This design comes from an exercise in tuning for small area and a short achievable clock period on the open sky130 flow, not from production work.
Function was not checked in any run shown here: the RTL went through the layout flow alone.

==> flow/design.v, too long to show whole: its modules and the start of the top module <==
// module sig_altmult_add: 1793 lines
module sig_altmult_add
(
	input signed [15:0] dataa, datab, datac, datad,
	input 		clock, aclr,
	output reg 	[32:0] result
);
  // ...
==> flow/flow/run.sh <==
#!/bin/bash
set -uo pipefail
here=$(pwd)
bash standard.sh "SYNTH_ARGS=-noabc" \
  "BUFFER_PORTS_ARGS=-buffer_cell sky130_fd_sc_hd__buf_1" \
  "POST_FLOORPLAN_TCL=$here/flow/upsize.tcl" finish > run_make.log 2>&1
status=$?
tail -20 run_make.log
exit $status
==> flow/flow/upsize.tcl <==
foreach inst [get_cells -quiet {a_r* c_r* m0_* m1_*}] {
  if {[get_property [get_lib_cells -of_objects $inst] name] == "sky130_fd_sc_hd__dfxtp_1"} {
    replace_cell $inst sky130_fd_sc_hd__dfxtp_4
  }
}
==> flow/standard.sh <==
#!/bin/bash
# synth_recipe.tcl (not shown) runs the flow's synth.tcl, then flattens the netlist and writes it again
# the make line also repeats each setting of config.mk as NAME=value (left out here)
make -C /OpenROAD-flow-scripts/flow DESIGN_CONFIG=/design/flow/config.mk WORK_HOME=/design/flow/orfs CLKGATE_MAP_FILE= SYNTH_SCRIPT=/design/flow/synth_recipe.tcl "${@:-finish}"
==> flow/config.mk <==
export PLATFORM = sky130hd
export DESIGN_NAME = sig_altmult_add
export DESIGN_NICKNAME = sig_altmult_add
export VERILOG_FILES = /design/flow/design.v
export SDC_FILE = /design/flow/constraint.sdc
export NUM_CORES = 4
export LEC_CHECK = 0
export CAP_MARGIN = 20
export CORE_MARGIN = 2
export CORE_UTILIZATION = 40
export CTS_BUF_LIST = sky130_fd_sc_hd__clkbuf_16
export CTS_CLUSTER_DIAMETER = 100
export CTS_CLUSTER_SIZE = 28
export SETUP_SLACK_MARGIN = 3.95
export SLEW_MARGIN = 20
==> flow/constraint.sdc <==
create_clock -name core_clock -period 7.0 [get_ports {clock}]
set_input_delay 1.4000 -clock core_clock [delete_from_list [all_inputs] [get_ports {clock}]]
set_output_delay 1.4000 -clock core_clock [all_outputs]
set_load 0.01 [all_outputs]
==> run summary, run 1 <==
IO Port Bufs = 98
Crit path launch = m0_one_r[1]
CTS Buf Count = 12
Hold Crit Class = flop to flop
Io pins = 99
First-pass GRT wire length = 71200 um
RSZ-0062 raised after global routing = true
Max-Cap Viols = 0
XOR/XNOR share of the synthesized area = 0.190
Metal2 WL = 19800 um
ClkCell Share = 0.0219
Post-synth top area cell = fa_1
Non-clock inverters = 49
Clock transition at path regs = 0.10 ns
Yosys reg bits = 201
Grt met3 use = 0.0461
Fmax = 335 MHz
RR Startpoint = m0_one_r[1]
Dpl cells = 2047
Slew Limit Fails = 0
Simple-gate share of the synthesized area = 0.0472
Worst Path Required = 7.37 ns
Drt first-iter violations = 1284
Worst Path Max Fanout = 15
Mapped Area = 16600 um2
Synth unique cells = 54
Diodes inserted = 0
Post-synthesis adder-cell area fraction = 0.308
Die area = 43100 um2
Period utilisation layout = 0.427
WP buf/inv = 2
Area occupied by multi-input gates = 11800 um2
Final Non-Filler Cells = 2078
Largest family of logic cells by synthesized area = adder cells
Status = complete, no violations
Cts hold-fix bufs = 0
Die Wd = 208 um
Post-synth top area share = 0.247
CP most frequent cell = fa_1
==> run 2: changes to the inputs <==
--- a/flow/design.v
+++ b/flow/design.v
@@ -1,18 +1,17 @@
 module sig_altmult_add
 (
 	input signed [15:0] dataa, datab, datac, datad,
 	input 		clock, aclr,
 	output reg 	[32:0] result
 );
   reg [15:0] a_r, c_r;
   reg [7:0] m0_one_r, m0_two_r, m0_neg_r, m1_one_r, m1_two_r, m1_neg_r;
-  reg [85:0] t_r;
-  reg [32:0] s_r;
+  reg [91:0] t_r;
   reg v1, v2;
   wire [7:0] one0, two0, neg0;
   wire [7:0] one1, two1, neg1;
   wire m0_pp0_0;
   wire m0_pp0_1;
   wire m0_pp0_2;
   wire m0_pp0_3;
   wire m0_pp0_4;
@@ -706,125 +705,230 @@
   wire s421;
   wire c422;
   wire s423;
   wire c424;
   wire s425;
   wire c426;
   wire s427;
   wire c428;
-  wire q429;
-  wire q430;
-  wire co431;
-  wire s432;
-  wire c433;
-  wire s434;
-  wire c435;
-  wire s436;
-  wire c437;
-  wire s438;
-  wire c439;
-  wire s440;
-  wire c441;
-  wire s442;
-  wire c443;
-  wire q444;
-  wire q445;
-  wire co446;
+  wire s429;
+  wire c430;
+  wire s431;
+  wire c432;
+  wire s433;
+  wire c434;
+  wire s435;
+  wire c436;
+  wire s437;
+  wire c438;
+  wire s439;
+  wire c440;
+  wire s441;
+  wire c442;
+  wire s443;
+  wire c444;
+  wire s445;
+  wire c446;
   wire s447;
   wire c448;
-  wire q449;
-  wire q450;
-  wire co451;
-  wire s452;
-  wire c453;
-  wire q454;
-  wire q455;
-  wire co456;
+  wire s449;
+  wire c450;
+  wire s451;
+  wire c452;
+  wire s453;
+  wire c454;
+  wire s455;
+  wire c456;
   wire s457;
   wire c458;
-  wire q459;
-  wire q460;
-  wire co461;
-  wire s462;
-  wire c463;
-  wire q464;
-  wire q465;
-  wire co466;
+  wire s459;
+  wire c460;
+  wire s461;
+  wire c462;
+  wire s463;
+  wire c464;
+  wire s465;
+  wire c466;
   wire s467;
   wire c468;
-  wire q469;
-  wire q470;
-  wire co471;
-  wire s472;
-  wire c473;
-  wire q474;
-  wire q475;
-  wire co476;
+  wire s469;
+  wire c470;
+  wire s471;
+  wire c472;
+  wire s473;
+  wire c474;
+  wire s475;
+  wire c476;
   wire s477;
   wire c478;
-  wire q479;
-  wire q480;
-  wire co481;
-  wire s482;
-  wire c483;
-  wire q484;
-  wire q485;
-  wire co486;
+  wire s479;
+  wire c480;
+  wire s481;
+  wire c482;
+  wire s483;
+  wire c484;
+  wire s485;
+  wire c486;
   wire s487;
   wire c488;
-  wire q489;
-  wire q490;
-  wire co491;
-  wire s492;
-  wire c493;
-  wire q494;
-  wire q495;
-  wire co496;
+  wire s489;
+  wire c490;
+  wire s491;
+  wire c492;
+  wire s493;
+  wire c494;
+  wire s495;
+  wire c496;
   wire s497;
   wire c498;
-  wire q499;
-  wire q500;
-  wire co501;
-  wire s502;
-  wire c503;
-  wire q504;
-  wire q505;
-  wire co506;
+  wire s499;
+  wire c500;
+  wire s501;
+  wire c502;
+  wire s503;
+  wire c504;
+  wire s505;
+  wire c506;
   wire s507;
   wire c508;
-  wire q509;
-  wire q510;
-  wire co511;
-  wire s512;
-  wire c513;
-  wire q514;
-  wire q515;
-  wire co516;
-  wire s517;
-  wire c518;
-  wire s519;
-  wire c520;
-  wire s521;
-  wire c522;
-  wire q523;
-  wire q524;
-  wire co525;
-  wire s526;
-  wire c527;
-  wire s528;
-  wire c529;
-  wire q530;
-  wire q531;
-  wire co532;
-  wire s533;
-  wire c534;
-  wire s535;
-  wire c536;
+  wire s509;
+  wire c510;
   wire [32:0] g0, p0;
+  wire lcg1_1;
+  wire lcp1_1;
+  wire lcg1_3;
+  wire lcp1_3;
+  wire lcg1_5;
+  wire lcp1_5;
+  wire lcg1_7;
+  wire lcp1_7;
+  wire lcg1_9;
+  wire lcp1_9;
+  wire lcg1_11;
+  wire lcp1_11;
+  wire lcg1_13;
+  wire lcp1_13;
+  wire lcg1_15;
+  wire lcp1_15;
+  wire lcg2_2;
+  wire lcp2_2;
+  wire lcg2_3;
+  wire lcp2_3;
+  wire lcg2_6;
+  wire lcp2_6;
+  wire lcg2_7;
+  wire lcp2_7;
+  wire lcg2_10;
+  wire lcp2_10;
+  wire lcg2_11;
+  wire lcp2_11;
+  wire lcg2_14;
+  wire lcp2_14;
+  wire lcg2_15;
+  wire lcp2_15;
+  wire lcg3_4;
+  wire lcp3_4;
+  wire lcg3_5;
+  wire lcp3_5;
+  wire lcg3_6;
+  wire lcp3_6;
+  wire lcg3_7;
+  wire lcp3_7;
+  wire lcg3_12;
+  wire lcp3_12;
+  wire lcg3_13;
+  wire lcp3_13;
+  wire lcg3_14;
+  wire lcp3_14;
+  wire lcg3_15;
+  wire lcp3_15;
+  wire lcg4_8;
+  wire lcp4_8;
+  wire lcg4_9;
+  wire lcp4_9;
+  wire lcg4_10;
+  wire lcp4_10;
+  wire lcg4_11;
+  wire lcp4_11;
+  wire lcg4_12;
+  wire lcp4_12;
+  wire lcg4_13;
+  wire lcp4_13;
+  wire lcg4_14;
+  wire lcp4_14;
+  wire lcg4_15;
+  wire lcp4_15;
+  wire lcg5_16;
+  wire lcp5_16;
+  wire ucg1_1;
+  wire ucp1_1;
+  wire ucg1_3;
+  wire ucp1_3;
+  wire ucg1_5;
+  wire ucp1_5;
+  wire ucg1_7;
+  wire ucp1_7;
+  wire ucg1_9;
+  wire ucp1_9;
+  wire ucg1_11;
+  wire ucp1_11;
+  wire ucg1_13;
+  wire ucp1_13;
+  wire ucg1_15;
+  wire ucp1_15;
+  wire ucg2_2;
+  wire ucp2_2;
+  wire ucg2_3;
+  wire ucp2_3;
+  wire ucg2_6;
+  wire ucp2_6;
+  wire ucg2_7;
+  wire ucp2_7;
+  wire ucg2_10;
+  wire ucp2_10;
+  wire ucg2_11;
+  wire ucp2_11;
+  wire ucg2_14;
+  wire ucp2_14;
+  wire ucg2_15;
+  wire ucp2_15;
+  wire ucg3_4;
+  wire ucp3_4;
+  wire ucg3_5;
+  wire ucp3_5;
+  wire ucg3_6;
+  wire ucp3_6;
+  wire ucg3_7;
+  wire ucp3_7;
+  wire ucg3_12;
+  wire ucp3_12;
+  wire ucg3_13;
+  wire ucp3_13;
+  wire ucg3_14;
+  wire ucp3_14;
+  wire ucg3_15;
+  wire ucp3_15;
+  wire ucg4_8;
+  wire ucp4_8;
+  wire ucg4_9;
+  wire ucp4_9;
+  wire ucg4_10;
+  wire ucp4_10;
+  wire ucg4_11;
+  wire ucp4_11;
+  wire ucg4_12;
+  wire ucp4_12;
+  wire ucg4_13;
+  wire ucp4_13;
+  wire ucg4_14;
+  wire ucp4_14;
+  wire ucg4_15;
+  wire ucp4_15;
+  wire cy;
   wire [32:0] row0, row1, sum;
   assign one0[0] = datab[0] ^ 1'b0;
   assign two0[0] = (datab[1] ^ datab[0]) & ~(datab[0] ^ 1'b0);
   assign neg0[0] = datab[1];
   assign one0[1] = datab[2] ^ datab[1];
   assign two0[1] = (datab[3] ^ datab[2]) & ~(datab[2] ^ datab[1]);
   assign neg0[1] = datab[3];
   assign one0[2] = datab[4] ^ datab[3];
@@ -1434,259 +1538,396 @@
   assign s291 = m0_pp7_15 ^ m1_pp7_15 ^ c176;
   assign c292 = (m0_pp7_15 & m1_pp7_15) | (m0_pp7_15 & c176) | (m1_pp7_15 & c176);
   assign s293 = s3 ^ s5 ^ c180;
   assign c294 = (s3 & s5) | (s3 & c180) | (s5 & c180);
   assign s295 = s11 ^ s9 ^ c182;
   assign c296 = (s11 & s9) | (s11 & c182) | (s9 & c182);
   assign s297 = s15 ^ c184 ^ s185;
   assign c298 = (s15 & c184) | (s15 & s185) | (c184 & s185);
-  assign s299 = c186 ^ s187 ^ s189;
-  assign c300 = (c186 & s187) | (c186 & s189) | (s187 & s189);
-  assign s301 = s25 ^ c188 ^ c190;
-  assign c302 = (s25 & c188) | (s25 & c190) | (c188 & c190);
+  assign s299 = s187 ^ c186 ^ s189;
+  assign c300 = (s187 & c186) | (s187 & s189) | (c186 & s189);
+  assign s301 = s25 ^ c188 ^ s191;
+  assign c302 = (s25 & c188) | (s25 & s191) | (c188 & s191);
   assign s303 = c192 ^ c194 ^ s195;
   assign c304 = (c192 & c194) | (c192 & s195) | (c194 & s195);
-  assign s305 = s37 ^ s39 ^ c196;
-  assign c306 = (s37 & s39) | (s37 & c196) | (s39 & c196);
-  assign s307 = c198 ^ s199 ^ s201;
-  assign c308 = (c198 & s199) | (c198 & s201) | (s199 & s201);
-  assign s309 = c200 ^ c202 ^ s203;
-  assign c310 = (c200 & c202) | (c200 & s203) | (c202 & s203);
+  assign s305 = s37 ^ s39 ^ s199;
+  assign c306 = (s37 & s39) | (s37 & s199) | (s39 & s199);
+  assign s307 = c196 ^ c198 ^ s201;
+  assign c308 = (c196 & c198) | (c196 & s201) | (c198 & s201);
+  assign s309 = c200 ^ s203 ^ c202;
+  assign c310 = (c200 & s203) | (c200 & c202) | (s203 & c202);
   assign s311 = s53 ^ s55 ^ c204;
   assign c312 = (s53 & s55) | (s53 & c204) | (s55 & c204);
-  assign s313 = c206 ^ c208 ^ s209;
-  assign c314 = (c206 & c208) | (c206 & s209) | (c208 & s209);
-  assign s315 = s65 ^ c210 ^ c212;
-  assign c316 = (s65 & c210) | (s65 & c212) | (c210 & c212);
-  assign s317 = s213 ^ s215 ^ s217;
-  assign c318 = (s213 & s215) | (s213 & s217) | (s215 & s217);
+  assign s313 = s209 ^ c206 ^ c208;
+  assign c314 = (s209 & c206) | (s209 & c208) | (c206 & c208);
+  assign s315 = s65 ^ c210 ^ s213;
+  assign c316 = (s65 & c210) | (s65 & s213) | (c210 & s213);
+  assign s317 = c212 ^ s215 ^ s217;
+  assign c318 = (c212 & s215) | (c212 & s217) | (s215 & s217);
   assign s319 = s71 ^ s73 ^ c214;
   assign c320 = (s71 & s73) | (s71 & c214) | (s73 & c214);
-  assign s321 = c216 ^ c218 ^ s219;
-  assign c322 = (c216 & c218) | (c216 & s219) | (c218 & s219);
+  assign s321 = s219 ^ s221 ^ c216;
+  assign c322 = (s219 & s221) | (s219 & c216) | (s221 & c216);
   assign s323 = s85 ^ c220 ^ c222;
   assign c324 = (s85 & c220) | (s85 & c222) | (c220 & c222);
-  assign s325 = c224 ^ s225 ^ s227;
-  assign c326 = (c224 & s225) | (c224 & s227) | (s225 & s227);
-  assign s327 = c226 ^ c228 ^ c230;
-  assign c328 = (c226 & c228) | (c226 & c230) | (c228 & c230);
-  assign s329 = s231 ^ s233 ^ s235;
-  assign c330 = (s231 & s233) | (s231 & s235) | (s233 & s235);
+  assign s325 = s225 ^ c224 ^ s227;
+  assign c326 = (s225 & c224) | (s225 & s227) | (c224 & s227);
+  assign s327 = c226 ^ s231 ^ s233;
+  assign c328 = (c226 & s231) | (c226 & s233) | (s231 & s233);
+  assign s329 = c228 ^ c230 ^ s235;
+  assign c330 = (c228 & c230) | (c228 & s235) | (c230 & s235);
   assign s331 = s97 ^ s99 ^ c232;
   assign c332 = (s97 & s99) | (s97 & c232) | (s99 & c232);
-  assign s333 = c234 ^ c236 ^ c238;
-  assign c334 = (c234 & c236) | (c234 & c238) | (c236 & c238);
-  assign s335 = s239 ^ s241 ^ s243;
-  assign c336 = (s239 & s241) | (s239 & s243) | (s241 & s243);
+  assign s333 = c234 ^ s239 ^ s241;
+  assign c334 = (c234 & s239) | (c234 & s241) | (s239 & s241);
+  assign s335 = c236 ^ c238 ^ s243;
+  assign c336 = (c236 & c238) | (c236 & s243) | (c238 & s243);
   assign s337 = s115 ^ c240 ^ c242;
   assign c338 = (s115 & c240) | (s115 & c242) | (c240 & c242);
-  assign s339 = c244 ^ s245 ^ s247;
-  assign c340 = (c244 & s245) | (c244 & s247) | (s245 & s247);
-  assign s341 = s125 ^ c246 ^ c248;
-  assign c342 = (s125 & c246) | (s125 & c248) | (c246 & c248);
-  assign s343 = c250 ^ s251 ^ s253;
-  assign c344 = (c250 & s251) | (c250 & s253) | (s251 & s253);
-  assign s345 = c252 ^ c254 ^ c256;
-  assign c346 = (c252 & c254) | (c252 & c256) | (c254 & c256);
-  assign s347 = s257 ^ s259 ^ s261;
-  assign c348 = (s257 & s259) | (s257 & s261) | (s259 & s261);
-  assign s349 = c258 ^ c260 ^ c262;
-  assign c350 = (c258 & c260) | (c258 & c262) | (c260 & c262);
-  assign s351 = s263 ^ s265 ^ s267;
-  assign c352 = (s263 & s265) | (s263 & s267) | (s265 & s267);
+  assign s339 = s245 ^ c244 ^ s247;
+  assign c340 = (s245 & c244) | (s245 & s247) | (c244 & s247);
+  assign s341 = s125 ^ c246 ^ s251;
+  assign c342 = (s125 & c246) | (s125 & s251) | (c246 & s251);
+  assign s343 = c248 ^ c250 ^ s253;
+  assign c344 = (c248 & c250) | (c248 & s253) | (c250 & s253);
+  assign s345 = c252 ^ s257 ^ c254;
+  assign c346 = (c252 & s257) | (c252 & c254) | (s257 & c254);
+  assign s347 = c256 ^ s259 ^ s261;
+  assign c348 = (c256 & s259) | (c256 & s261) | (s259 & s261);
+  assign s349 = c258 ^ s263 ^ c260;
+  assign c350 = (c258 & s263) | (c258 & c260) | (s263 & c260);
+  assign s351 = c262 ^ s265 ^ s267;
+  assign c352 = (c262 & s265) | (c262 & s267) | (s265 & s267);
   assign s353 = s145 ^ s147 ^ c264;
   assign c354 = (s145 & s147) | (s145 & c264) | (s147 & c264);
-  assign s355 = c266 ^ c268 ^ s269;
-  assign c356 = (c266 & c268) | (c266 & s269) | (c268 & s269);
+  assign s355 = s269 ^ c266 ^ c268;
+  assign c356 = (s269 & c266) | (s269 & c268) | (c266 & c268);
   assign s357 = s151 ^ s153 ^ c270;
   assign c358 = (s151 & s153) | (s151 & c270) | (s153 & c270);
-  assign s359 = c272 ^ s273 ^ s275;
-  assign c360 = (c272 & s273) | (c272 & s275) | (s273 & s275);
-  assign s361 = s157 ^ c274 ^ c276;
-  assign c362 = (s157 & c274) | (s157 & c276) | (c274 & c276);
+  assign s359 = s273 ^ c272 ^ s275;
+  assign c360 = (s273 & c272) | (s273 & s275) | (c272 & s275);
+  assign s361 = s157 ^ c274 ^ s277;
+  assign c362 = (s157 & c274) | (s157 & s277) | (c274 & s277);
   assign s363 = s161 ^ s163 ^ c278;
   assign c364 = (s161 & s163) | (s161 & c278) | (s163 & c278);
-  assign s365 = s165 ^ s167 ^ c282;
-  assign c366 = (s165 & s167) | (s165 & c282) | (s167 & c282);
+  assign s365 = s165 ^ s167 ^ s283;
+  assign c366 = (s165 & s167) | (s165 & s283) | (s167 & s283);
   assign s367 = s169 ^ s171 ^ c284;
   assign c368 = (s169 & s171) | (s169 & c284) | (s171 & c284);
   assign s369 = s173 ^ c286 ^ s287;
   assign c370 = (s173 & c286) | (s173 & s287) | (c286 & s287);
   assign s371 = s175 ^ c288 ^ s289;
   assign c372 = (s175 & c288) | (s175 & s289) | (c288 & s289);
   assign s373 = s7 ^ s181 ^ c294;
   assign c374 = (s7 & s181) | (s7 & c294) | (s181 & c294);
-  assign s375 = s191 ^ s193 ^ c300;
-  assign c376 = (s191 & s193) | (s191 & c300) | (s193 & c300);
-  assign s377 = s197 ^ c302 ^ s303;
-  assign c378 = (s197 & c302) | (s197 & s303) | (c302 & s303);
-  assign s379 = c304 ^ s305 ^ s307;
-  assign c380 = (c304 & s305) | (c304 & s307) | (s305 & s307);
-  assign s381 = s205 ^ s207 ^ c306;
-  assign c382 = (s205 & s207) | (s205 & c306) | (s207 & c306);
-  assign s383 = s211 ^ c310 ^ s311;
-  assign c384 = (s211 & c310) | (s211 & s311) | (c310 & s311);
-  assign s385 = c312 ^ c314 ^ s315;
-  assign c386 = (c312 & c314) | (c312 & s315) | (c314 & s315);
-  assign s387 = s221 ^ s223 ^ c316;
-  assign c388 = (s221 & s223) | (s221 & c316) | (s223 & c316);
-  assign s389 = c318 ^ s319 ^ s321;
-  assign c390 = (c318 & s319) | (c318 & s321) | (s319 & s321);
-  assign s391 = s229 ^ c320 ^ c322;
-  assign c392 = (s229 & c320) | (s229 & c322) | (c320 & c322);
-  assign s393 = s237 ^ c324 ^ c326;
-  assign c394 = (s237 & c324) | (s237 & c326) | (c324 & c326);
-  assign s395 = c328 ^ c330 ^ s331;
-  assign c396 = (c328 & c330) | (c328 & s331) | (c330 & s331);
-  assign s397 = s249 ^ c332 ^ c334;
-  assign c398 = (s249 & c332) | (s249 & c334) | (c332 & c334);
-  assign s399 = c336 ^ s337 ^ s339;
-  assign c400 = (c336 & s337) | (c336 & s339) | (s337 & s339);
-  assign s401 = s255 ^ c338 ^ c340;
-  assign c402 = (s255 & c338) | (s255 & c340) | (c338 & c340);
-  assign s403 = c342 ^ c344 ^ s345;
-  assign c404 = (c342 & c344) | (c342 & s345) | (c344 & s345);
-  assign s405 = c346 ^ c348 ^ s349;
-  assign c406 = (c346 & c348) | (c346 & s349) | (c348 & s349);
-  assign s407 = s271 ^ c350 ^ c352;
-  assign c408 = (s271 & c350) | (s271 & c352) | (c350 & c352);
-  assign s409 = c354 ^ c356 ^ s357;
-  assign c410 = (c354 & c356) | (c354 & s357) | (c356 & s357);
-  assign s411 = s277 ^ s279 ^ c358;
-  assign c412 = (s277 & s279) | (s277 & c358) | (s279 & c358);
-  assign s413 = c280 ^ s281 ^ c362;
-  assign c414 = (c280 & s281) | (c280 & c362) | (s281 & c362);
-  assign s415 = s283 ^ c364 ^ s365;
-  assign c416 = (s283 & c364) | (s283 & s365) | (c364 & s365);
-  assign s417 = s285 ^ c366 ^ s367;
-  assign c418 = (s285 & c366) | (s285 & s367) | (c366 & s367);
-  assign s419 = c290 ^ s291 ^ c372;
-  assign c420 = (c290 & s291) | (c290 & c372) | (s291 & c372);
-  assign s421 = t_r[31] ^ t_r[32];
-  assign c422 = t_r[31] & t_r[32];
-  assign s423 = t_r[36] ^ t_r[37];
-  assign c424 = t_r[36] & t_r[37];
-  assign s425 = t_r[40] ^ t_r[41];
-  assign c426 = t_r[40] & t_r[41];
-  assign s427 = t_r[47] ^ t_r[48];
-  assign c428 = t_r[47] & t_r[48];
-  assign q429 = t_r[5] ^ t_r[6];
-  assign q430 = q429 ^ t_r[7] ^ 1'b0;
-  assign co431 = q429 ? t_r[7] : t_r[5];
-  assign s432 = q430 ^ 1'b0;
-  assign c433 = q430 ? 1'b0 : 1'b0;
-  assign s434 = t_r[8] ^ t_r[9] ^ co431;
-  assign c435 = (t_r[8] & t_r[9]) | (t_r[8] & co431) | (t_r[9] & co431);
-  assign s436 = t_r[10] ^ t_r[11];
-  assign c437 = t_r[10] & t_r[11];
-  assign s438 = t_r[12] ^ t_r[13];
-  assign c439 = t_r[12] & t_r[13];
-  assign s440 = t_r[14] ^ t_r[15];
-  assign c441 = t_r[14] & t_r[15];
-  assign s442 = t_r[16] ^ t_r[17];
-  assign c443 = t_r[16] & t_r[17];
-  assign q444 = t_r[18] ^ t_r[19];
-  assign q445 = q444 ^ t_r[20] ^ t_r[21];
-  assign co446 = q444 ? t_r[20] : t_r[18];
-  assign s447 = q445 ^ 1'b0;
-  assign c448 = q445 ? 1'b0 : t_r[21];
-  assign q449 = t_r[22] ^ t_r[23];
-  assign q450 = q449 ^ t_r[24] ^ 1'b0;
-  assign co451 = q449 ? t_r[24] : t_r[22];
-  assign s452 = q450 ^ co446;
-  assign c453 = q450 ? co446 : 1'b0;
-  assign q454 = t_r[25] ^ t_r[26];
-  assign q455 = q454 ^ t_r[27] ^ 1'b0;
-  assign co456 = q454 ? t_r[27] : t_r[25];
-  assign s457 = q455 ^ co451;
-  assign c458 = q455 ? co451 : 1'b0;
-  assign q459 = t_r[28] ^ t_r[29];
-  assign q460 = q459 ^ t_r[30] ^ 1'b0;
-  assign co461 = q459 ? t_r[30] : t_r[28];
-  assign s462 = q460 ^ co456;
-  assign c463 = q460 ? co456 : 1'b0;
-  assign q464 = t_r[33] ^ t_r[34];
-  assign q465 = q464 ^ t_r[35] ^ s421;
-  assign co466 = q464 ? t_r[35] : t_r[33];
-  assign s467 = q465 ^ co461;
-  assign c468 = q465 ? co461 : s421;
-  assign q469 = t_r[38] ^ t_r[39];
-  assign q470 = q469 ^ c422 ^ s423;
-  assign co471 = q469 ? c422 : t_r[38];
-  assign s472 = q470 ^ co466;
-  assign c473 = q470 ? co466 : s423;
-  assign q474 = t_r[42] ^ t_r[43];
-  assign q475 = q474 ^ c424 ^ s425;
-  assign co476 = q474 ? c424 : t_r[42];
-  assign s477 = q475 ^ co471;
-  assign c478 = q475 ? co471 : s425;
-  assign q479 = t_r[44] ^ t_r[45];
-  assign q480 = q479 ^ t_r[46] ^ c426;
-  assign co481 = q479 ? t_r[46] : t_r[44];
-  assign s482 = q480 ^ co476;
-  assign c483 = q480 ? co476 : c426;
-  assign q484 = t_r[49] ^ t_r[50];
-  assign q485 = q484 ^ t_r[51] ^ s427;
-  assign co486 = q484 ? t_r[51] : t_r[49];
-  assign s487 = q485 ^ co481;
-  assign c488 = q485 ? co481 : s427;
-  assign q489 = t_r[52] ^ t_r[53];
-  assign q490 = q489 ^ t_r[54] ^ c428;
-  assign co491 = q489 ? t_r[54] : t_r[52];
-  assign s492 = q490 ^ co486;
-  assign c493 = q490 ? co486 : c428;
-  assign q494 = t_r[55] ^ t_r[56];
-  assign q495 = q494 ^ t_r[57] ^ 1'b0;
-  assign co496 = q494 ? t_r[57] : t_r[55];
-  assign s497 = q495 ^ co491;
-  assign c498 = q495 ? co491 : 1'b0;
-  assign q499 = t_r[58] ^ t_r[59];
-  assign q500 = q499 ^ t_r[60] ^ t_r[61];
-  assign co501 = q499 ? t_r[60] : t_r[58];
-  assign s502 = q500 ^ co496;
-  assign c503 = q500 ? co496 : t_r[61];
-  assign q504 = t_r[62] ^ t_r[63];
-  assign q505 = q504 ^ t_r[64] ^ 1'b0;
-  assign co506 = q504 ? t_r[64] : t_r[62];
-  assign s507 = q505 ^ co501;
-  assign c508 = q505 ? co501 : 1'b0;
-  assign q509 = t_r[65] ^ t_r[66];
-  assign q510 = q509 ^ t_r[67] ^ t_r[68];
-  assign co511 = q509 ? t_r[67] : t_r[65];
-  assign s512 = q510 ^ co506;
-  assign c513 = q510 ? co506 : t_r[68];
-  assign q514 = t_r[69] ^ t_r[70];
-  assign q515 = q514 ^ t_r[71] ^ 1'b0;
-  assign co516 = q514 ? t_r[71] : t_r[69];
-  assign s517 = q515 ^ co511;
-  assign c518 = q515 ? co511 : 1'b0;
-  assign s519 = t_r[72] ^ t_r[73] ^ co516;
-  assign c520 = (t_r[72] & t_r[73]) | (t_r[72] & co516) | (t_r[73] & co516);
-  assign s521 = t_r[74] ^ t_r[75];
-  assign c522 = t_r[74] & t_r[75];
-  assign q523 = t_r[76] ^ t_r[77];
-  assign q524 = q523 ^ t_r[78] ^ 1'b0;
-  assign co525 = q523 ? t_r[78] : t_r[76];
-  assign s526 = q524 ^ 1'b0;
-  assign c527 = q524 ? 1'b0 : 1'b0;
-  assign s528 = t_r[79] ^ t_r[80] ^ co525;
-  assign c529 = (t_r[79] & t_r[80]) | (t_r[79] & co525) | (t_r[80] & co525);
-  assign q530 = t_r[82] ^ t_r[83];
-  assign q531 = q530 ^ t_r[84] ^ 1'b0;
-  assign co532 = q530 ? t_r[84] : t_r[82];
-  assign s533 = q531 ^ 1'b0;
-  assign c534 = q531 ? 1'b0 : 1'b0;
-  assign s535 = t_r[85] ^ co532;
-  assign c536 = t_r[85] & co532;
-  assign row0 = {c536, c534, s533, c529, c527, c522, c520, c518, c513, c508, c503, c498, c493, c488, c483, c478, c473, c468, c463, c458, c453, c448, c443, c441, c439, c437, c435, c433, s432, t_r[4], t_r[3], t_r[2], t_r[0]};
-  assign row1 = {1'b1, s535, 1'b0, t_r[81], s528, s526, s521, s519, s517, s512, s507, s502, s497, s492, s487, s482, s477, s472, s467, s462, s457, s452, s447, s442, s440, s438, s436, s434, 1'b0, 1'b0, 1'b0, 1'b0, t_r[1]};
+  assign s375 = c190 ^ s193 ^ c300;
+  assign c376 = (c190 & s193) | (c190 & c300) | (s193 & c300);
+  assign s377 = s205 ^ s207 ^ c306;
+  assign c378 = (s205 & s207) | (s205 & c306) | (s207 & c306);
+  assign s379 = s211 ^ s311 ^ c310;
+  assign c380 = (s211 & s311) | (s211 & c310) | (s311 & c310);
+  assign s381 = c312 ^ c314 ^ s315;
+  assign c382 = (c312 & c314) | (c312 & s315) | (c314 & s315);
+  assign s383 = c218 ^ s223 ^ s319;
+  assign c384 = (c218 & s223) | (c218 & s319) | (s223 & s319);
+  assign s385 = s229 ^ c320 ^ s323;
+  assign c386 = (s229 & c320) | (s229 & s323) | (c320 & s323);
+  assign s387 = s237 ^ c324 ^ c326;
+  assign c388 = (s237 & c324) | (s237 & c326) | (c324 & c326);
+  assign s389 = s331 ^ c328 ^ c330;
+  assign c390 = (s331 & c328) | (s331 & c330) | (c328 & c330);
+  assign s391 = s249 ^ c332 ^ s337;
+  assign c392 = (s249 & c332) | (s249 & s337) | (c332 & s337);
+  assign s393 = s255 ^ c338 ^ c340;
+  assign c394 = (s255 & c338) | (s255 & c340) | (c338 & c340);
+  assign s395 = s271 ^ s353 ^ c350;
+  assign c396 = (s271 & s353) | (s271 & c350) | (s353 & c350);
+  assign s397 = c354 ^ s357 ^ c356;
+  assign c398 = (c354 & s357) | (c354 & c356) | (s357 & c356);
+  assign s399 = c276 ^ s279 ^ c358;
+  assign c400 = (c276 & s279) | (c276 & c358) | (s279 & c358);
+  assign s401 = c280 ^ s281 ^ s363;
+  assign c402 = (c280 & s281) | (c280 & s363) | (s281 & s363);
+  assign s403 = c282 ^ c364 ^ s365;
+  assign c404 = (c282 & c364) | (c282 & s365) | (c364 & s365);
+  assign s405 = s285 ^ s367 ^ c366;
+  assign c406 = (s285 & s367) | (s285 & c366) | (s367 & c366);
+  assign s407 = c290 ^ s291 ^ c372;
+  assign c408 = (c290 & s291) | (c290 & c372) | (s291 & c372);
+  assign s409 = t_r[30] ^ t_r[31];
+  assign c410 = t_r[30] & t_r[31];
+  assign s411 = t_r[35] ^ t_r[36];
+  assign c412 = t_r[35] & t_r[36];
+  assign s413 = t_r[39] ^ t_r[40];
+  assign c414 = t_r[39] & t_r[40];
+  assign s415 = t_r[43] ^ t_r[44];
+  assign c416 = t_r[43] & t_r[44];
+  assign s417 = t_r[47] ^ t_r[48] ^ t_r[49];
+  assign c418 = (t_r[47] & t_r[48]) | (t_r[47] & t_r[49]) | (t_r[48] & t_r[49]);
+  assign s419 = t_r[52] ^ t_r[53];
+  assign c420 = t_r[52] & t_r[53];
+  assign s421 = t_r[56] ^ t_r[57] ^ t_r[58];
+  assign c422 = (t_r[56] & t_r[57]) | (t_r[56] & t_r[58]) | (t_r[57] & t_r[58]);
+  assign s423 = t_r[61] ^ t_r[62];
+  assign c424 = t_r[61] & t_r[62];
+  assign s425 = t_r[14] ^ t_r[15];
+  assign c426 = t_r[14] & t_r[15];
+  assign s427 = t_r[18] ^ t_r[19];
+  assign c428 = t_r[18] & t_r[19];
+  assign s429 = t_r[21] ^ t_r[22];
+  assign c430 = t_r[21] & t_r[22];
+  assign s431 = t_r[24] ^ t_r[25];
+  assign c432 = t_r[24] & t_r[25];
+  assign s433 = t_r[27] ^ t_r[28];
+  assign c434 = t_r[27] & t_r[28];
+  assign s435 = t_r[32] ^ t_r[33] ^ t_r[34];
+  assign c436 = (t_r[32] & t_r[33]) | (t_r[32] & t_r[34]) | (t_r[33] & t_r[34]);
+  assign s437 = t_r[37] ^ t_r[38] ^ c410;
+  assign c438 = (t_r[37] & t_r[38]) | (t_r[37] & c410) | (t_r[38] & c410);
+  assign s439 = t_r[41] ^ t_r[42] ^ c412;
+  assign c440 = (t_r[41] & t_r[42]) | (t_r[41] & c412) | (t_r[42] & c412);
+  assign s441 = t_r[45] ^ t_r[46] ^ c414;
+  assign c442 = (t_r[45] & t_r[46]) | (t_r[45] & c414) | (t_r[46] & c414);
+  assign s443 = t_r[50] ^ t_r[51] ^ c416;
+  assign c444 = (t_r[50] & t_r[51]) | (t_r[50] & c416) | (t_r[51] & c416);
+  assign s445 = t_r[54] ^ t_r[55] ^ s419;
+  assign c446 = (t_r[54] & t_r[55]) | (t_r[54] & s419) | (t_r[55] & s419);
+  assign s447 = t_r[59] ^ t_r[60] ^ c420;
+  assign c448 = (t_r[59] & t_r[60]) | (t_r[59] & c420) | (t_r[60] & c420);
+  assign s449 = t_r[63] ^ t_r[64] ^ s423;
+  assign c450 = (t_r[63] & t_r[64]) | (t_r[63] & s423) | (t_r[64] & s423);
+  assign s451 = t_r[65] ^ t_r[66] ^ t_r[67];
+  assign c452 = (t_r[65] & t_r[66]) | (t_r[65] & t_r[67]) | (t_r[66] & t_r[67]);
+  assign s453 = t_r[68] ^ t_r[69];
+  assign c454 = t_r[68] & t_r[69];
+  assign s455 = t_r[71] ^ t_r[72] ^ t_r[73];
+  assign c456 = (t_r[71] & t_r[72]) | (t_r[71] & t_r[73]) | (t_r[72] & t_r[73]);
+  assign s457 = t_r[75] ^ t_r[76];
+  assign c458 = t_r[75] & t_r[76];
+  assign s459 = t_r[5] ^ t_r[6];
+  assign c460 = t_r[5] & t_r[6];
+  assign s461 = t_r[8] ^ t_r[9];
+  assign c462 = t_r[8] & t_r[9];
+  assign s463 = t_r[10] ^ t_r[11];
+  assign c464 = t_r[10] & t_r[11];
+  assign s465 = t_r[12] ^ t_r[13];
+  assign c466 = t_r[12] & t_r[13];
+  assign s467 = t_r[16] ^ t_r[17] ^ s425;
+  assign c468 = (t_r[16] & t_r[17]) | (t_r[16] & s425) | (t_r[17] & s425);
+  assign s469 = t_r[20] ^ c426 ^ s427;
+  assign c470 = (t_r[20] & c426) | (t_r[20] & s427) | (c426 & s427);
+  assign s471 = t_r[23] ^ c428 ^ s429;
+  assign c472 = (t_r[23] & c428) | (t_r[23] & s429) | (c428 & s429);
+  assign s473 = t_r[26] ^ c430 ^ s431;
+  assign c474 = (t_r[26] & c430) | (t_r[26] & s431) | (c430 & s431);
+  assign s475 = t_r[29] ^ c432 ^ s433;
+  assign c476 = (t_r[29] & c432) | (t_r[29] & s433) | (c432 & s433);
+  assign s477 = c434 ^ s409 ^ s435;
+  assign c478 = (c434 & s409) | (c434 & s435) | (s409 & s435);
+  assign s479 = s411 ^ c436 ^ s437;
+  assign c480 = (s411 & c436) | (s411 & s437) | (c436 & s437);
+  assign s481 = s413 ^ c438 ^ s439;
+  assign c482 = (s413 & c438) | (s413 & s439) | (c438 & s439);
+  assign s483 = s415 ^ c440 ^ s441;
+  assign c484 = (s415 & c440) | (s415 & s441) | (c440 & s441);
+  assign s485 = s417 ^ c442 ^ s443;
+  assign c486 = (s417 & c442) | (s417 & s443) | (c442 & s443);
+  assign s487 = c418 ^ c444 ^ s445;
+  assign c488 = (c418 & c444) | (c418 & s445) | (c444 & s445);
+  assign s489 = s421 ^ c446 ^ s447;
+  assign c490 = (s421 & c446) | (s421 & s447) | (c446 & s447);
+  assign s491 = c422 ^ c448 ^ s449;
+  assign c492 = (c422 & c448) | (c422 & s449) | (c448 & s449);
+  assign s493 = c424 ^ s451 ^ c450;
+  assign c494 = (c424 & s451) | (c424 & c450) | (s451 & c450);
+  assign s495 = t_r[70] ^ s453 ^ c452;
+  assign c496 = (t_r[70] & s453) | (t_r[70] & c452) | (s453 & c452);
+  assign s497 = t_r[74] ^ c454 ^ s455;
+  assign c498 = (t_r[74] & c454) | (t_r[74] & s455) | (c454 & s455);
+  assign s499 = t_r[77] ^ s457 ^ c456;
+  assign c500 = (t_r[77] & s457) | (t_r[77] & c456) | (s457 & c456);
+  assign s501 = t_r[78] ^ t_r[79] ^ c458;
+  assign c502 = (t_r[78] & t_r[79]) | (t_r[78] & c458) | (t_r[79] & c458);
+  assign s503 = t_r[80] ^ t_r[81];
+  assign c504 = t_r[80] & t_r[81];
+  assign s505 = t_r[82] ^ t_r[83] ^ t_r[84];
+  assign c506 = (t_r[82] & t_r[83]) | (t_r[82] & t_r[84]) | (t_r[83] & t_r[84]);
+  assign s507 = t_r[85] ^ t_r[86];
+  assign c508 = t_r[85] & t_r[86];
+  assign s509 = t_r[88] ^ t_r[89];
+  assign c510 = t_r[88] & t_r[89];
+  assign row0 = {1'b1, t_r[91], t_r[90], t_r[87], s507, c504, s503, s501, c498, c496, s495, s493, c490, s489, c486, c484, c482, c480, c478, c476, c474, c472, c470, c468, c466, c464, c462, c460, t_r[7], t_r[4], t_r[3], t_r[2], t_r[0]};
+  assign row1 = {1'b0, c510, s509, c508, c506, s505, c502, c500, s499, s497, c494, c492, s491, c488, s487, s485, s483, s481, s479, s477, s475, s473, s471, s469, s467, s465, s463, s461, s459, 1'b0, 1'b0, 1'b0, t_r[1]};
   assign g0 = row0 & row1;
   assign p0 = row0 ^ row1;
-  assign sum = row0 + row1;
+  assign lcg1_1 = g0[1] | (p0[1] & g0[0]);
+  assign lcp1_1 = p0[1] & p0[0];
+  assign lcg1_3 = g0[3] | (p0[3] & g0[2]);
+  assign lcp1_3 = p0[3] & p0[2];
+  assign lcg1_5 = g0[5] | (p0[5] & g0[4]);
+  assign lcp1_5 = p0[5] & p0[4];
+  assign lcg1_7 = g0[7] | (p0[7] & g0[6]);
+  assign lcp1_7 = p0[7] & p0[6];
+  assign lcg1_9 = g0[9] | (p0[9] & g0[8]);
+  assign lcp1_9 = p0[9] & p0[8];
+  assign lcg1_11 = g0[11] | (p0[11] & g0[10]);
+  assign lcp1_11 = p0[11] & p0[10];
+  assign lcg1_13 = g0[13] | (p0[13] & g0[12]);
+  assign lcp1_13 = p0[13] & p0[12];
+  assign lcg1_15 = g0[15] | (p0[15] & g0[14]);
+  assign lcp1_15 = p0[15] & p0[14];
+  assign lcg2_2 = g0[2] | (p0[2] & lcg1_1);
+  assign lcp2_2 = p0[2] & lcp1_1;
+  assign lcg2_3 = lcg1_3 | (lcp1_3 & lcg1_1);
+  assign lcp2_3 = lcp1_3 & lcp1_1;
+  assign lcg2_6 = g0[6] | (p0[6] & lcg1_5);
+  assign lcp2_6 = p0[6] & lcp1_5;
+  assign lcg2_7 = lcg1_7 | (lcp1_7 & lcg1_5);
+  assign lcp2_7 = lcp1_7 & lcp1_5;
+  assign lcg2_10 = g0[10] | (p0[10] & lcg1_9);
+  assign lcp2_10 = p0[10] & lcp1_9;
+  assign lcg2_11 = lcg1_11 | (lcp1_11 & lcg1_9);
+  assign lcp2_11 = lcp1_11 & lcp1_9;
+  assign lcg2_14 = g0[14] | (p0[14] & lcg1_13);
+  assign lcp2_14 = p0[14] & lcp1_13;
+  assign lcg2_15 = lcg1_15 | (lcp1_15 & lcg1_13);
+  assign lcp2_15 = lcp1_15 & lcp1_13;
+  assign lcg3_4 = g0[4] | (p0[4] & lcg2_3);
+  assign lcp3_4 = p0[4] & lcp2_3;
+  assign lcg3_5 = lcg1_5 | (lcp1_5 & lcg2_3);
+  assign lcp3_5 = lcp1_5 & lcp2_3;
+  assign lcg3_6 = lcg2_6 | (lcp2_6 & lcg2_3);
+  assign lcp3_6 = lcp2_6 & lcp2_3;
+  assign lcg3_7 = lcg2_7 | (lcp2_7 & lcg2_3);
+  assign lcp3_7 = lcp2_7 & lcp2_3;
+  assign lcg3_12 = g0[12] | (p0[12] & lcg2_11);
+  assign lcp3_12 = p0[12] & lcp2_11;
+  assign lcg3_13 = lcg1_13 | (lcp1_13 & lcg2_11);
+  assign lcp3_13 = lcp1_13 & lcp2_11;
+  assign lcg3_14 = lcg2_14 | (lcp2_14 & lcg2_11);
+  assign lcp3_14 = lcp2_14 & lcp2_11;
+  assign lcg3_15 = lcg2_15 | (lcp2_15 & lcg2_11);
+  assign lcp3_15 = lcp2_15 & lcp2_11;
+  assign lcg4_8 = g0[8] | (p0[8] & lcg3_7);
+  assign lcp4_8 = p0[8] & lcp3_7;
+  assign lcg4_9 = lcg1_9 | (lcp1_9 & lcg3_7);
+  assign lcp4_9 = lcp1_9 & lcp3_7;
+  assign lcg4_10 = lcg2_10 | (lcp2_10 & lcg3_7);
+  assign lcp4_10 = lcp2_10 & lcp3_7;
+  assign lcg4_11 = lcg2_11 | (lcp2_11 & lcg3_7);
+  assign lcp4_11 = lcp2_11 & lcp3_7;
+  assign lcg4_12 = lcg3_12 | (lcp3_12 & lcg3_7);
+  assign lcp4_12 = lcp3_12 & lcp3_7;
+  assign lcg4_13 = lcg3_13 | (lcp3_13 & lcg3_7);
+  assign lcp4_13 = lcp3_13 & lcp3_7;
+  assign lcg4_14 = lcg3_14 | (lcp3_14 & lcg3_7);
+  assign lcp4_14 = lcp3_14 & lcp3_7;
+  assign lcg4_15 = lcg3_15 | (lcp3_15 & lcg3_7);
+  assign lcp4_15 = lcp3_15 & lcp3_7;
+  assign lcg5_16 = g0[16] | (p0[16] & lcg4_15);
+  assign lcp5_16 = p0[16] & lcp4_15;
+  assign sum[0] = p0[0];
+  assign sum[1] = p0[1] ^ g0[0];
+  assign sum[2] = p0[2] ^ lcg1_1;
+  assign sum[3] = p0[3] ^ lcg2_2;
+  assign sum[4] = p0[4] ^ lcg2_3;
+  assign sum[5] = p0[5] ^ lcg3_4;
+  assign sum[6] = p0[6] ^ lcg3_5;
+  assign sum[7] = p0[7] ^ lcg3_6;
+  assign sum[8] = p0[8] ^ lcg3_7;
+  assign sum[9] = p0[9] ^ lcg4_8;
+  assign sum[10] = p0[10] ^ lcg4_9;
+  assign sum[11] = p0[11] ^ lcg4_10;
+  assign sum[12] = p0[12] ^ lcg4_11;
+  assign sum[13] = p0[13] ^ lcg4_12;
+  assign sum[14] = p0[14] ^ lcg4_13;
+  assign sum[15] = p0[15] ^ lcg4_14;
+  assign sum[16] = p0[16] ^ lcg4_15;
+  assign ucg1_1 = g0[18] | (p0[18] & g0[17]);
+  assign ucp1_1 = p0[18] & p0[17];
+  assign ucg1_3 = g0[20] | (p0[20] & g0[19]);
+  assign ucp1_3 = p0[20] & p0[19];
+  assign ucg1_5 = g0[22] | (p0[22] & g0[21]);
+  assign ucp1_5 = p0[22] & p0[21];
+  assign ucg1_7 = g0[24] | (p0[24] & g0[23]);
+  assign ucp1_7 = p0[24] & p0[23];
+  assign ucg1_9 = g0[26] | (p0[26] & g0[25]);
+  assign ucp1_9 = p0[26] & p0[25];
+  assign ucg1_11 = g0[28] | (p0[28] & g0[27]);
+  assign ucp1_11 = p0[28] & p0[27];
+  assign ucg1_13 = g0[30] | (p0[30] & g0[29]);
+  assign ucp1_13 = p0[30] & p0[29];
+  assign ucg1_15 = g0[32] | (p0[32] & g0[31]);
+  assign ucp1_15 = p0[32] & p0[31];
+  assign ucg2_2 = g0[19] | (p0[19] & ucg1_1);
+  assign ucp2_2 = p0[19] & ucp1_1;
+  assign ucg2_3 = ucg1_3 | (ucp1_3 & ucg1_1);
+  assign ucp2_3 = ucp1_3 & ucp1_1;
+  assign ucg2_6 = g0[23] | (p0[23] & ucg1_5);
+  assign ucp2_6 = p0[23] & ucp1_5;
+  assign ucg2_7 = ucg1_7 | (ucp1_7 & ucg1_5);
+  assign ucp2_7 = ucp1_7 & ucp1_5;
+  assign ucg2_10 = g0[27] | (p0[27] & ucg1_9);
+  assign ucp2_10 = p0[27] & ucp1_9;
+  assign ucg2_11 = ucg1_11 | (ucp1_11 & ucg1_9);
+  assign ucp2_11 = ucp1_11 & ucp1_9;
+  assign ucg2_14 = g0[31] | (p0[31] & ucg1_13);
+  assign ucp2_14 = p0[31] & ucp1_13;
+  assign ucg2_15 = ucg1_15 | (ucp1_15 & ucg1_13);
+  assign ucp2_15 = ucp1_15 & ucp1_13;
+  assign ucg3_4 = g0[21] | (p0[21] & ucg2_3);
+  assign ucp3_4 = p0[21] & ucp2_3;
+  assign ucg3_5 = ucg1_5 | (ucp1_5 & ucg2_3);
+  assign ucp3_5 = ucp1_5 & ucp2_3;
+  assign ucg3_6 = ucg2_6 | (ucp2_6 & ucg2_3);
+  assign ucp3_6 = ucp2_6 & ucp2_3;
+  assign ucg3_7 = ucg2_7 | (ucp2_7 & ucg2_3);
+  assign ucp3_7 = ucp2_7 & ucp2_3;
+  assign ucg3_12 = g0[29] | (p0[29] & ucg2_11);
+  assign ucp3_12 = p0[29] & ucp2_11;
+  assign ucg3_13 = ucg1_13 | (ucp1_13 & ucg2_11);
+  assign ucp3_13 = ucp1_13 & ucp2_11;
+  assign ucg3_14 = ucg2_14 | (ucp2_14 & ucg2_11);
+  assign ucp3_14 = ucp2_14 & ucp2_11;
+  assign ucg3_15 = ucg2_15 | (ucp2_15 & ucg2_11);
+  assign ucp3_15 = ucp2_15 & ucp2_11;
+  assign ucg4_8 = g0[25] | (p0[25] & ucg3_7);
+  assign ucp4_8 = p0[25] & ucp3_7;
+  assign ucg4_9 = ucg1_9 | (ucp1_9 & ucg3_7);
+  assign ucp4_9 = ucp1_9 & ucp3_7;
+  assign ucg4_10 = ucg2_10 | (ucp2_10 & ucg3_7);
+  assign ucp4_10 = ucp2_10 & ucp3_7;
+  assign ucg4_11 = ucg2_11 | (ucp2_11 & ucg3_7);
+  assign ucp4_11 = ucp2_11 & ucp3_7;
+  assign ucg4_12 = ucg3_12 | (ucp3_12 & ucg3_7);
+  assign ucp4_12 = ucp3_12 & ucp3_7;
+  assign ucg4_13 = ucg3_13 | (ucp3_13 & ucg3_7);
+  assign ucp4_13 = ucp3_13 & ucp3_7;
+  assign ucg4_14 = ucg3_14 | (ucp3_14 & ucg3_7);
+  assign ucp4_14 = ucp3_14 & ucp3_7;
+  assign ucg4_15 = ucg3_15 | (ucp3_15 & ucg3_7);
+  assign ucp4_15 = ucp3_15 & ucp3_7;
+  assign sum[17] = p0[17];
+  assign sum[18] = p0[18] ^ g0[17];
+  assign sum[19] = p0[19] ^ ucg1_1;
+  assign sum[20] = p0[20] ^ ucg2_2;
+  assign sum[21] = p0[21] ^ ucg2_3;
+  assign sum[22] = p0[22] ^ ucg3_4;
+  assign sum[23] = p0[23] ^ ucg3_5;
+  assign sum[24] = p0[24] ^ ucg3_6;
+  assign sum[25] = p0[25] ^ ucg3_7;
+  assign sum[26] = p0[26] ^ ucg4_8;
+  assign sum[27] = p0[27] ^ ucg4_9;
+  assign sum[28] = p0[28] ^ ucg4_10;
+  assign sum[29] = p0[29] ^ ucg4_11;
+  assign sum[30] = p0[30] ^ ucg4_12;
+  assign sum[31] = p0[31] ^ ucg4_13;
+  assign sum[32] = p0[32] ^ ucg4_14;
+  assign cy = lcg5_16;
   always @(posedge clock) begin
     a_r <= dataa;
     c_r <= datac;
     m0_one_r <= one0;
     m0_two_r <= two0;
     m0_neg_r <= neg0;
     m1_one_r <= one1;
     m1_two_r <= two1;
@@ -1700,94 +1941,153 @@
     t_r[6] <= s295;
     t_r[7] <= c374;
     t_r[8] <= c296;
     t_r[9] <= s297;
     t_r[10] <= c298;
     t_r[11] <= s299;
     t_r[12] <= s301;
     t_r[13] <= s375;
-    t_r[14] <= c376;
-    t_r[15] <= s377;
-    t_r[16] <= c378;
-    t_r[17] <= s379;
-    t_r[18] <= c308;
-    t_r[19] <= s309;
-    t_r[20] <= c380;
-    t_r[21] <= s381;
-    t_r[22] <= s313;
-    t_r[23] <= c382;
-    t_r[24] <= s383;
-    t_r[25] <= s317;
-    t_r[26] <= c384;
-    t_r[27] <= s385;
-    t_r[28] <= c386;
-    t_r[29] <= s387;
-    t_r[30] <= s389;
-    t_r[31] <= s323;
-    t_r[32] <= s325;
-    t_r[33] <= c388;
-    t_r[34] <= c390;
-    t_r[35] <= s391;
-    t_r[36] <= s327;
-    t_r[37] <= s329;
-    t_r[38] <= c392;
-    t_r[39] <= s393;
-    t_r[40] <= s333;
-    t_r[41] <= s335;
-    t_r[42] <= c394;
-    t_r[43] <= s395;
-    t_r[44] <= c396;
-    t_r[45] <= s397;
-    t_r[46] <= s399;
-    t_r[47] <= s341;
-    t_r[48] <= s343;
-    t_r[49] <= c398;
-    t_r[50] <= c400;
-    t_r[51] <= s401;
-    t_r[52] <= s347;
-    t_r[53] <= c402;
-    t_r[54] <= s403;
-    t_r[55] <= s351;
-    t_r[56] <= c404;
-    t_r[57] <= s405;
-    t_r[58] <= s353;
-    t_r[59] <= s355;
-    t_r[60] <= c406;
-    t_r[61] <= s407;
-    t_r[62] <= s359;
-    t_r[63] <= c408;
-    t_r[64] <= s409;
-    t_r[65] <= c360;
-    t_r[66] <= s361;
-    t_r[67] <= c410;
-    t_r[68] <= s411;
-    t_r[69] <= s363;
-    t_r[70] <= c412;
-    t_r[71] <= s413;
-    t_r[72] <= c414;
-    t_r[73] <= s415;
-    t_r[74] <= c416;
-    t_r[75] <= s417;
-    t_r[76] <= c368;
-    t_r[77] <= s369;
-    t_r[78] <= c418;
-    t_r[79] <= c370;
-    t_r[80] <= s371;
-    t_r[81] <= s419;
-    t_r[82] <= s177;
-    t_r[83] <= c292;
-    t_r[84] <= c420;
-    t_r[85] <= c178;
+    t_r[14] <= s197;
+    t_r[15] <= c302;
+    t_r[16] <= s303;
+    t_r[17] <= c376;
+    t_r[18] <= c304;
+    t_r[19] <= s305;
+    t_r[20] <= s307;
+    t_r[21] <= c308;
+    t_r[22] <= s309;
+    t_r[23] <= s377;
+    t_r[24] <= s313;
+    t_r[25] <= c378;
+    t_r[26] <= s379;
+    t_r[27] <= s317;
+    t_r[28] <= c380;
+    t_r[29] <= s381;
+    t_r[30] <= c316;
+    t_r[31] <= c318;
+    t_r[32] <= s321;
+    t_r[33] <= c382;
+    t_r[34] <= s383;
+    t_r[35] <= c322;
+    t_r[36] <= s325;
+    t_r[37] <= c384;
+    t_r[38] <= s385;
+    t_r[39] <= s327;
+    t_r[40] <= s329;
+    t_r[41] <= c386;
+    t_r[42] <= s387;
+    t_r[43] <= s333;
+    t_r[44] <= s335;
+    t_r[45] <= c388;
+    t_r[46] <= s389;
+    t_r[47] <= c334;
+    t_r[48] <= c336;
+    t_r[49] <= s339;
+    t_r[50] <= c390;
+    t_r[51] <= s391;
+    t_r[52] <= s341;
+    t_r[53] <= s343;
+    t_r[54] <= c392;
+    t_r[55] <= s393;
+    t_r[56] <= c342;
+    t_r[57] <= c344;
+    t_r[58] <= s345;
+    t_r[59] <= s347;
+    t_r[60] <= c394;
+    t_r[61] <= c346;
+    t_r[62] <= c348;
+    t_r[63] <= s349;
+    t_r[64] <= s351;
+    t_r[65] <= c352;
+    t_r[66] <= s355;
+    t_r[67] <= s395;
+    t_r[68] <= s359;
+    t_r[69] <= c396;
+    t_r[70] <= s397;
+    t_r[71] <= c360;
+    t_r[72] <= s361;
+    t_r[73] <= c398;
+    t_r[74] <= s399;
+    t_r[75] <= c362;
+    t_r[76] <= c400;
+    t_r[77] <= s401;
+    t_r[78] <= c402;
+    t_r[79] <= s403;
+    t_r[80] <= c404;
+    t_r[81] <= s405;
+    t_r[82] <= c368;
+    t_r[83] <= s369;
+    t_r[84] <= c406;
+    t_r[85] <= c370;
+    t_r[86] <= s371;
+    t_r[87] <= s407;
+    t_r[88] <= s177;
+    t_r[89] <= c292;
+    t_r[90] <= c408;
+    t_r[91] <= c178;
   end
+  reg [32:0] s_r;
+  reg cy_r;
   always @(posedge clock or posedge aclr) begin
     if (aclr) begin
       v1 <= 1'b0;
       v2 <= 1'b0;
       s_r <= {33{1'b0}};
+      cy_r <= 1'b0;
     end else begin
       v1 <= 1'b1;
       v2 <= v1;
       s_r <= v2 ? sum : {33{1'b0}};
+      cy_r <= v2 & cy;
     end
   end
-  always @* result = s_r;
+  wire ia1_1 = s_r[18] & s_r[17];
+  wire ia1_3 = s_r[20] & s_r[19];
+  wire ia1_5 = s_r[22] & s_r[21];
+  wire ia1_7 = s_r[24] & s_r[23];
+  wire ia1_9 = s_r[26] & s_r[25];
+  wire ia1_11 = s_r[28] & s_r[27];
+  wire ia1_13 = s_r[30] & s_r[29];
+  wire ia1_15 = s_r[32] & s_r[31];
+  wire ia2_2 = s_r[19] & ia1_1;
+  wire ia2_3 = ia1_3 & ia1_1;
+  wire ia2_6 = s_r[23] & ia1_5;
+  wire ia2_7 = ia1_7 & ia1_5;
+  wire ia2_10 = s_r[27] & ia1_9;
+  wire ia2_11 = ia1_11 & ia1_9;
+  wire ia2_14 = s_r[31] & ia1_13;
+  wire ia2_15 = ia1_15 & ia1_13;
+  wire ia3_4 = s_r[21] & ia2_3;
+  wire ia3_5 = ia1_5 & ia2_3;
+  wire ia3_6 = ia2_6 & ia2_3;
+  wire ia3_7 = ia2_7 & ia2_3;
+  wire ia3_12 = s_r[29] & ia2_11;
+  wire ia3_13 = ia1_13 & ia2_11;
+  wire ia3_14 = ia2_14 & ia2_11;
+  wire ia3_15 = ia2_15 & ia2_11;
+  wire ia4_8 = s_r[25] & ia3_7;
+  wire ia4_9 = ia1_9 & ia3_7;
+  wire ia4_10 = ia2_10 & ia3_7;
+  wire ia4_11 = ia2_11 & ia3_7;
+  wire ia4_12 = ia3_12 & ia3_7;
+  wire ia4_13 = ia3_13 & ia3_7;
+  wire ia4_14 = ia3_14 & ia3_7;
+  wire ia4_15 = ia3_15 & ia3_7;
+  wire [15:0] inc;
+  assign inc[0] = cy_r;
+  assign inc[1] = cy_r & s_r[17];
+  assign inc[2] = cy_r & ia1_1;
+  assign inc[3] = cy_r & ia2_2;
+  assign inc[4] = cy_r & ia2_3;
+  assign inc[5] = cy_r & ia3_4;
+  assign inc[6] = cy_r & ia3_5;
+  assign inc[7] = cy_r & ia3_6;
+  assign inc[8] = cy_r & ia3_7;
+  assign inc[9] = cy_r & ia4_8;
+  assign inc[10] = cy_r & ia4_9;
+  assign inc[11] = cy_r & ia4_10;
+  assign inc[12] = cy_r & ia4_11;
+  assign inc[13] = cy_r & ia4_12;
+  assign inc[14] = cy_r & ia4_13;
+  assign inc[15] = cy_r & ia4_14;
+  always @* result = {s_r[32:17] ^ inc, s_r[16:0]};
 endmodule
==> flow/flow/run.sh (replaced) <==
#!/bin/bash
# The standard layout (standard.sh), with two changes: Yosys's generic
# pre-mapping abc pass is skipped (SYNTH_ARGS=-noabc) so the full adders it
# extracts keep their natural polarity, and the ports are buffered with
# buf_1 cells. The make output goes to run_make.log, each tool's log to
# orfs/logs/.
set -uo pipefail
bash standard.sh "SYNTH_ARGS=-noabc" "BUFFER_PORTS_ARGS=-buffer_cell sky130_fd_sc_hd__buf_1" finish > run_make.log 2>&1
status=$?
tail -20 run_make.log
exit $status
==> flow/config.mk (replaced) <==
export PLATFORM = sky130hd
export DESIGN_NAME = sig_altmult_add
export DESIGN_NICKNAME = sig_altmult_add
export VERILOG_FILES = /design/flow/design.v
export SDC_FILE = /design/flow/constraint.sdc
export NUM_CORES = 4
export LEC_CHECK = 0
export CAP_MARGIN = 20
export CORE_MARGIN = 2
export CORE_UTILIZATION = 40
export SETUP_SLACK_MARGIN = 3.5
export SLEW_MARGIN = 20
removed: flow/flow/upsize.tcl
==> run summary, run 2 <==
Mapped Area = 16400 um2 (was 16600 um2)
CTS Buf Count = 23 (was 12)
Syn_nets = 1834 (was 1901)
Async S/R FF share, synth = 0.173 (was 0.174)
CTS H-Tree Depth = 1 (unchanged)
Hold Vio Cnt, Final = 0 (unchanged)
CP Capture Type = output port (was flop)
Hold depth = 0 (unchanged)
Worst Max-Slew Pin Slew = 1.08 ns (was 0.733 ns)
Reg2Reg Setup Slack = 3.53 ns (was 4.01 ns)
Clock Path Buffers = 3 (unchanged)
CTS root buf = clkbuf_16 (unchanged)
Status = complete, no violations (unchanged)
Cells after Synth = 1466 (was 1571)
IO Port Bufs = 98 (unchanged)
Diodes inserted = 0 (unchanged)
Area contributors post-synth = fa_1 (29%), dfxtp_1 (21%), xnor2_1 (14%) (was fa_1 (25%), dfxtp_1 (20%), xnor2_1 (16%))
Largest register FFs = 92 (was 86)
Io pins = 99 (unchanged)
Starting Density = 0.403 (was 0.405)
DRT Pass-1 Iters = 6 (was 5)
Most common cell after layout, fill and taps aside = xnor2_1 (unchanged)
GP Congestion = 0.919 (was 0.910)
Worst r2r path cells = 6 (was 8)
Nets = 1813 (was 1870)
Min-Delay Endpoint = v2 (unchanged)
RR Startpoint = m1_two_r[5] (was m0_one_r[1])
Clock skew = 0.0114 ns (was 0.0224 ns)
Max_slew headroom = 0.278 (was 0.511)
Most instantiated cells after synthesis = xnor2_1 (263), a22oi_1 (240), fa_1 (234) (was xnor2_1 (304), a22oi_1 (240), fa_1 (205))
Vias in the first global route = 11.2k (was 11.8k)
Drt first-iter violations = 1208 (was 1284)
Yosys reg bits = 208 (was 201)
Hold Crit Class = flop to flop (unchanged)
Synth unique cells = 42 (was 54)
Via/cell ratio = 5.50 (was 5.62)
Core Box Area = 40600 um2 (was 40900 um2)
Fmax = 282 MHz (was 335 MHz)
Worst Path Required = 5.60 ns (was 7.37 ns)
RSZ-0062 raised after global routing = true (unchanged)
Worst skew pair latency = 0.54 ns (was 0.50 ns)
Die area = 42600 um2 (was 43100 um2)
Yosys warns = 1 (unchanged)
Top flop regs = t_r (92), s_r (33) (was t_r (86), s_r (33))
Critical Path Source Type = flop (unchanged)
Die Span Y = 206 um (was 208 um)
Final min period = 3.55 ns (was 2.99 ns)
Post-synth top area share = 0.286 (was 0.247)
Slew Limit Fails = 0 (unchanged)
DP HPWL = 31800 um (was 33600 um)
Period utilisation layout = 0.507 (was 0.427)
TNS Setup = 0 ns (unchanged)
Final Setup Violations = 0 (unchanged)
Largest Register = t_r (unchanged)
DRC = 0 (unchanged)
Register area share after synthesis = 0.265 (was 0.253)
WL final = 42800 um (was 45200 um)
Area grow syn2layout = 8.66% (was 8.57%)
Final ANT Viol Nets = 0 (unchanged)
Top FF cell, synth = dfxtp_1 (unchanged)
Clock transition at path regs = 0.06 ns (was 0.10 ns)
Post-synth top area cell = fa_1 (unchanged)
Max-Cap Viols = 0 (unchanged)
Routed vias = 11.0k (was 11.7k)
Most frequent cells in the layout = xnor2_1 (261), a22oi_1 (240), fa_1 (232), dfxtp_1 (166), buf_1 (94) (was xnor2_1 (303), a22oi_1 (240), fa_1 (204), buf_1 (98), dfxtp_1 (84))
Pin count of the biggest net entering global routing = 37 (was 36)
Hold_sp = v1 (unchanged)
Worst Path Max Fanout = 3 (was 15)
CTS sink cnt = 208 (was 201)
Post-Syn Area per Cell = 11.2 um2 (was 10.6 um2)
Share of cells above drive strength 1 = 0.0581 (was 0.0977)
Row count = 74 (unchanged)
Total gr overflow = 0 (unchanged)
Post-synth EDFFs = 0 (unchanged)
DR WL/cell = 21.5 um (was 21.8 um)
TritonCTS clock tree = yes (unchanged)
Initial antenna violation count = 0 (unchanged)
Die Wd = 206 um (was 208 um)
Fillers = 3768 (was 3903)
First-pass GRT wire length = 66400 um (was 71200 um)
RR Endpoint = t_r[46] (unchanged)
Worst path arrival time = 2.15 ns (was 3.36 ns)
Most frequent cell after synthesis = xnor2_1 (unchanged)
WS Path Type = flop to output port (was flop to flop)
GR Util All Layers = 0.204 (was 0.208)
-- run 2: cells by family (layout without fill, tap and decap cells) --
group / after synthesis / in the layout / share of synthesized area
flops: 208 / 208 / 0.265
simple gates: 117 / 117 / 0.0377
other cells: 1 / 1 / 0.000229
mux: 2 / 2 / 0.00122
xor+xnor: 314 / 314 / 0.168
fa+ha+maj: 302 / 302 / 0.338
compound gates: 307 / 307 / 0.135
buf+inv: 215 / 211 / 0.0543
-- run 2: critical path: stages (launching register included) --
cell and delay (ns):
dfrtp_1 0.36, nand4_1 0.15, nor4_4 0.35, and3_4 0.24, and2_4 0.15, nand3_2 0.09
xnor2_2 0.14, buf_2 0.14
-- run 2: how the worst max path moves through the flow --
stage	startpoint	endpoint	cells after the start
CTS	s_r[26]	result[32]	7
global placement	t_r[43]	s_r[26]	13
floorplan	t_r[43]	s_r[25]	12
finish	s_r[26]	result[32]	7
global route	s_r[26]	result[32]	7
detailed placement	t_r[43]	s_r[26]	13
-- run 2: routing by layer --
metal  share of wire  track usage
met3           0.092       0.0484
met2            0.43        0.304
met5               0            0
met4           0.016       0.0541
met1            0.46        0.295
-- run 2: metrics by stage --
step | area (um2) | setup WS, ns | hold WS (ns) | util | cells
global route | 17800 | 3.31 | 0.355 | 0.438 | 1994
detailed placement | 16800 | 3.36 | 0.336 | 0.413 | 1942
CTS | 17700 | 3.36 | 0.349 | 0.436 | 1990
finish | 17800 | 3.45 | 0.347 | 0.438 | 1994
floorplan | 16400 | 3.58 | 0.331 | - | 1466
global placement | 16800 | 3.40 | 0.333 | 0.413 | 1942
-- run 2: final cells by class --
cell class	count	area (um2)	share of cell area
Clock buffer	27	611	0.0343
Clock inverter	15	234	0.0131
Inverter	51	191	0.0108
Multi-Input combinational cell	1043	11200	0.630
Sequential cell	208	4350	0.245
Tap cell	532	666	0.0374
Timing Repair Buffer	118	531	0.0298
-- run 2: repair_timing --
action / 4_1_cts / 5_1_grt
hold buffers: 0 / 0
resized for setup: 10 / 12
buffers inserted: 6 / 3
gates cloned: 0 / 0
endpoints found under the setup margin: 9 / 15
pin swaps: 9 / 5

static timing again, ports no longer ideal:
Ports are ideal in the flow. The routed layouts listed here were re-timed in OpenROAD.
Step 1: set_driving_cell puts a clkbuf_16 on clock and a buf_2 on each other input, an assumption about the parent block.
Step 2, shift: input delay + t, output delay - t, t = (earliest + latest rising clock arrival at the registers) / 2. This alone moves slack from input paths to output paths.
Slacks: ideal ports / drivers / drivers and shift; pairs: ideal ports / drivers.
run | t (ns) | setup WS [ns] | hold WS [ns] | clock arrival spread, ns | slew at the worst register clock pin (ns)
run 1 | 0.541 | 4.013 / 4.013 / 4.013 | 0.365 / 0.365 / 0.365 | 0.022 / 0.022 | 0.10 / 0.10
run 2 | 0.587 | 3.454 / 3.403 / 3.532 | 0.347 / 0.347 / 0.347 | 0.011 / 0.011 | 0.06 / 0.06
After both steps every run listed still meets setup and hold.
